Source: an optimization exercise on an open RTL-to-GDS flow (aim: small area, a short achievable clock period and few clock cycles). Production flows keep margins and buffers that such runs may drop.
Function was checked by simulation only, so behaviour that the tests miss may differ from the original.
The flow treats the clock pin as an ideal source, which a real chip does not have.
Power is estimated from default activity; no workload was simulated.

== job 1934 ==
Design IMC, start of the top module:
module IMC(
    clk,
    rst_n,
    IN_VALID,
    IN,
    OUT_VALID,
    OUT
    );
Settings: LEC_CHECK=0, CAP_MARGIN=20, CORE_MARGIN=2, CORE_UTILIZATION=40, SLEW_MARGIN=20; clock period 33.0 ns.
standard.sh (not shown) runs the stock make flow with config.mk's settings and CLKGATE_MAP_FILE= SYNTH_SCRIPT=/design/flow/synth_recipe.tcl, a recipe that flattens the netlist after the stock synthesis.
==> flow/flow/run.sh <==
#!/bin/bash
# Layout flow: the standard synthesis, then the combinational logic between
# the (unchanged) flip-flops is mapped again by ABC for area; the rest is the
# standard ORFS layout, with the port buffers made of buf_2 cells.
set -euo pipefail
HERE=$(pwd)
F=$HERE/flow
LIB=$FLOW_HOME/platforms/sky130hd/lib/sky130_fd_sc_hd__tt_025C_1v80.lib
RES=$HERE/orfs/results/sky130hd/IMC/base
YOSYS=$FLOW_HOME/../tools/install/yosys/bin/yosys
[[ -x $YOSYS ]] || YOSYS=yosys

# 1. standard synthesis
bash standard.sh synth > synth.log 2>&1

# 2. re-map the combinational logic
cp $RES/1_2_yosys.v $HERE/standard_netlist.v
{
  echo "read_liberty -ignore_miss_func $LIB"
  echo "blackbox $(tr '\n' ' ' < $F/seq_cells.txt)"
  echo "read_verilog $HERE/standard_netlist.v"
  echo "hierarchy -top $FLOW_TOP"
  echo "flatten"
  echo "hierarchy -top $FLOW_TOP"
  echo "opt -purge"
  echo "abc -liberty $LIB -script $F/area.abc $(sed 's/^/-dont_use /' $F/dont_use.txt | tr '\n' ' ')"
  echo "opt_clean -purge"
  echo "hilomap -singleton -hicell sky130_fd_sc_hd__conb_1 HI -locell sky130_fd_sc_hd__conb_1 LO"
  echo "splitnets"
  echo "opt_clean -purge"
  echo "stat -liberty $LIB"
  echo "write_verilog -noattr -noexpr -nohex -nodec $HERE/resynth.v"
} > $HERE/resynth.ys
$YOSYS -s $HERE/resynth.ys > resynth.log 2>&1
cp $HERE/resynth.v $RES/1_2_yosys.v
rm -f $RES/1_synth.odb $RES/1_synth.sdc
touch $RES/1_2_yosys.v

# 3. the standard layout from the new netlist
bash standard.sh BUFFER_PORTS_ARGS="-buffer_cell sky130_fd_sc_hd__buf_2" finish > layout.log 2>&1
Other scripts of this flow, unchanged in this note and not shown: flow/flow/area.abc, flow/flow/dont_use.txt, flow/flow/seq_cells.txt
Job 1934 completed end to end with timing, DRC and antenna clean.
Testbench counts of job 1934, summed over its fixed seeds: cycles 118,728.
Edits applied to the flow inputs when going from job 1934 to job 689:
- CTS_BUF_LIST newly set to sky130_fd_sc_hd__clkbuf_8
- CORE_UTILIZATION changed from 40 to 70
## What came out
- The lower met2 wirelength from detailed routing came out of job 689.
- Job 1934 → job 689: via count +about 6%, overall die width decreased by about 24% relative to the old numbers, number of buffers on the longest clock path ~0 delta, total power -about 3%, die area fell 42%.
- Relative to job 1934, job 689 improves post-route standard cell area excluding fillers.
- Taking job 689 over job 1934, the average vias per placed instance ratio works out to 1.14.
- Compared with job 1934, job 689 shows a higher hold slack.
- Job 689 ends up with lower area growth from synthesis to layout than job 1934 does.

* * *

Setup of build 7:
IMC, a different RTL version from the one above (not shown whole).
Size in the first run: roughly 680 cells after synthesis, about 22 I/O pins.
// IMC
module IMC(
    clk,
    rst_n,
    IN_VALID,
    IN,
    OUT_VALID,
    OUT
    );
export LEC_CHECK = 0
export CAP_MARGIN = 20
export CORE_MARGIN = 2
export CORE_UTILIZATION = 40
export SLEW_MARGIN = 20
create_clock -name core_clock -period 33.0 [get_ports {clk}]
==> flow/flow/area.abc <==
strash
&get -n
&deepsyn -J 50
&put
dch -f
amap
topo
buffer -c
upsize -D 4500
dnsize -D 4500
Scripts as last shown in full above: flow/flow/run.sh
Other scripts of this flow, unchanged in this note and not shown: flow/flow/dont_use.txt, flow/flow/seq_cells.txt
Testbench counts of build 7, summed over its fixed seeds: cycles 118,728.
For build 10, these inputs were changed with respect to build 7:
Settings: changing CORE_UTILIZATION from 40 to 55.
## What came out
- Build 10 vs build 7, post-route clock skew went down by 5.0 ps.
- The die footprint of build 10 was superior to that of build 7.
- Static leakage ended up 0.011 nW lower on build 10 than on build 7.
- Build 10 -> build 7: number of endpoints failing setup at the final stage delta 0, exact match
- Build 10 vs. build 7: cell area went down by about 1.2%.
- Critical path arrival (higher): build 10
- The ratio of final minimum period to clock period on build 7 is in line with that on build 10.
- Diff build 10 and build 7: global-route usage lower in build 7
For build 59, these inputs were changed with respect to build 10:
Settings: a change of CORE_UTILIZATION from 55 to 40.
diff --git a/flow/flow/run.sh b/flow/flow/run.sh
--- a/flow/flow/run.sh
+++ b/flow/flow/run.sh
@@ -26 +26 @@
-  echo "abc -liberty $LIB -script $F/area.abc $(sed 's/^/-dont_use /' $F/dont_use.txt | tr '\n' ' ')"
+  echo "abc -liberty $LIB -D 7000 -script $F/area.abc $(sed 's/^/-dont_use /' $F/dont_use.txt | tr '\n' ' ')"
==> flow/flow/area.abc <==
strash
dc2
dch -f
amap
topo
buffer -c
upsize -c
dnsize -c
### Flow results
Build 59 and build 10 all finish clean. Largest net degree at the start of global routing ends up higher on build 59. From build 10 to build 59, critical path depth did not move at all. Against build 10, the final cell area of build 59 is higher. Note that the amount of wire on met3 after detailed routing recorded for build 59 amounts to 0.74 times the value seen in build 10. The lower die boundary height came out of build 10. Compared with build 10, build 59 shows a fraction of layout cells with a size suffix above 1 that is 8.7 points higher. Higher global-route usage goes to build 10 over build 59. The run with more routed wire is build 59, not build 10. Build 59 contains more vias than build 10. Routed length on met2 ended up 750 um higher on build 59 than on build 10. Compared with build 10, build 59 shows overall die area higher by about 70%.
Modified inputs, build 21 compared to build 59
diff --git a/flow/flow/run.sh b/flow/flow/run.sh
--- a/flow/flow/run.sh
+++ b/flow/flow/run.sh
@@ -4 +4,2 @@
-# standard ORFS layout, with the port buffers made of buf_2 cells.
+# standard ORFS layout, with the port buffers made of buf_2 cells and the root
+# level of the clock tree dropped (flow/post_cts.tcl).
@@ -26 +27 @@
-  echo "abc -liberty $LIB -D 7000 -script $F/area.abc $(sed 's/^/-dont_use /' $F/dont_use.txt | tr '\n' ' ')"
+  echo "abc -liberty $LIB -script $F/area.abc $(sed 's/^/-dont_use /' $F/dont_use.txt | tr '\n' ' ')"
@@ -40 +41 @@
-bash standard.sh BUFFER_PORTS_ARGS="-buffer_cell sky130_fd_sc_hd__buf_2" finish > layout.log 2>&1
+bash standard.sh BUFFER_PORTS_ARGS="-buffer_cell sky130_fd_sc_hd__buf_2" POST_CTS_TCL=$F/post_cts.tcl finish > layout.log 2>&1
==> flow/flow/area.abc <==
strash
&get -n
&deepsyn -J 50
&put
dch -f
amap
topo
buffer -c
upsize -D 4500
dnsize -D 4500
==> flow/flow/post_cts.tcl (new file) <==
set block [ord::get_db_block]
set clk_net [$block findNet clk]
set roots {}
foreach it [$clk_net getITerms] {
  set inst [$it getInst]
  if {[string match *clkbuf* [[$inst getMaster] getName]]} { lappend roots $inst }
}
if {[llength $roots] == 1} {
  set root [lindex $roots 0]
  set root_out [[$root findITerm X] getNet]
  set leaves {}
  set others 0
  foreach it [$root_out getITerms] {
    set inst [$it getInst]
    if {$inst eq $root} continue
    if {[string match *clkbuf* [[$inst getMaster] getName]]} { lappend leaves $inst } else { incr others }
  }
  if {[llength $leaves] >= 1 && [llength $leaves] <= 4 && $others == 0} {
    foreach inst $leaves {
      set a [$inst findITerm A]
      $a disconnect
      $a connect $clk_net
    }
    [$root findITerm A] disconnect
    odb::dbInst_destroy $root
    odb::dbNet_destroy $root_out
    puts "post_cts: clock port now drives [llength $leaves] leaf buffers directly"
    estimate_parasitics -placement
  } else {
    puts "post_cts: tree left as built ([llength $leaves] leaves, $others other loads)"
  }
}
Results
Note that the die area recorded for build 21 amounts to 0.813 times the value seen in build 59. Build 21 vs build 59 — total power of the final layout dropped 33%. In the reports for build 59 and build 21, the larger routed wire length belongs to build 59. Across both runs, proportion of cell area occupied by multi-input gates was lower for build 21 than for build 59.

static timing again, ports no longer ideal:
Ports are ideal in the flow. The routed layouts listed here were re-timed in OpenROAD.
Step 1, drivers: a clkbuf_16 drives clk and a buf_2 each remaining input, both assumed.
Step 2 also shifts input and output timing later by t, the mid clock arrival at the registers, as if the neighbouring blocks saw the same clock.
Slacks: no drivers / after step 1 / after step 2; pairs: no drivers / after step 1.
run	t, ns	slack for setup (ns)	latest minus earliest clock arrival (ns)
job 1934	0.331	25.664 / 25.625 / 25.428	0.011 / 0.012
job 689	0.336	25.568 / 25.568 / 25.419	0.012 / 0.012
build 7	0.321	25.666 / 25.637 / 25.757	0.012 / 0.013
build 10	0.326	25.649 / 25.615 / 25.748	0.007 / 0.007
build 59	0.326	25.662 / 25.624 / 25.608	0.006 / 0.005
build 21	0.195	25.816 / 25.763 / 25.756	0.011 / 0.011
After both steps every run listed still meets setup and hold. For job 1934, which loses most, drivers alone change the setup slack by -0.039 ns; drivers and shift together by -0.236 ns.
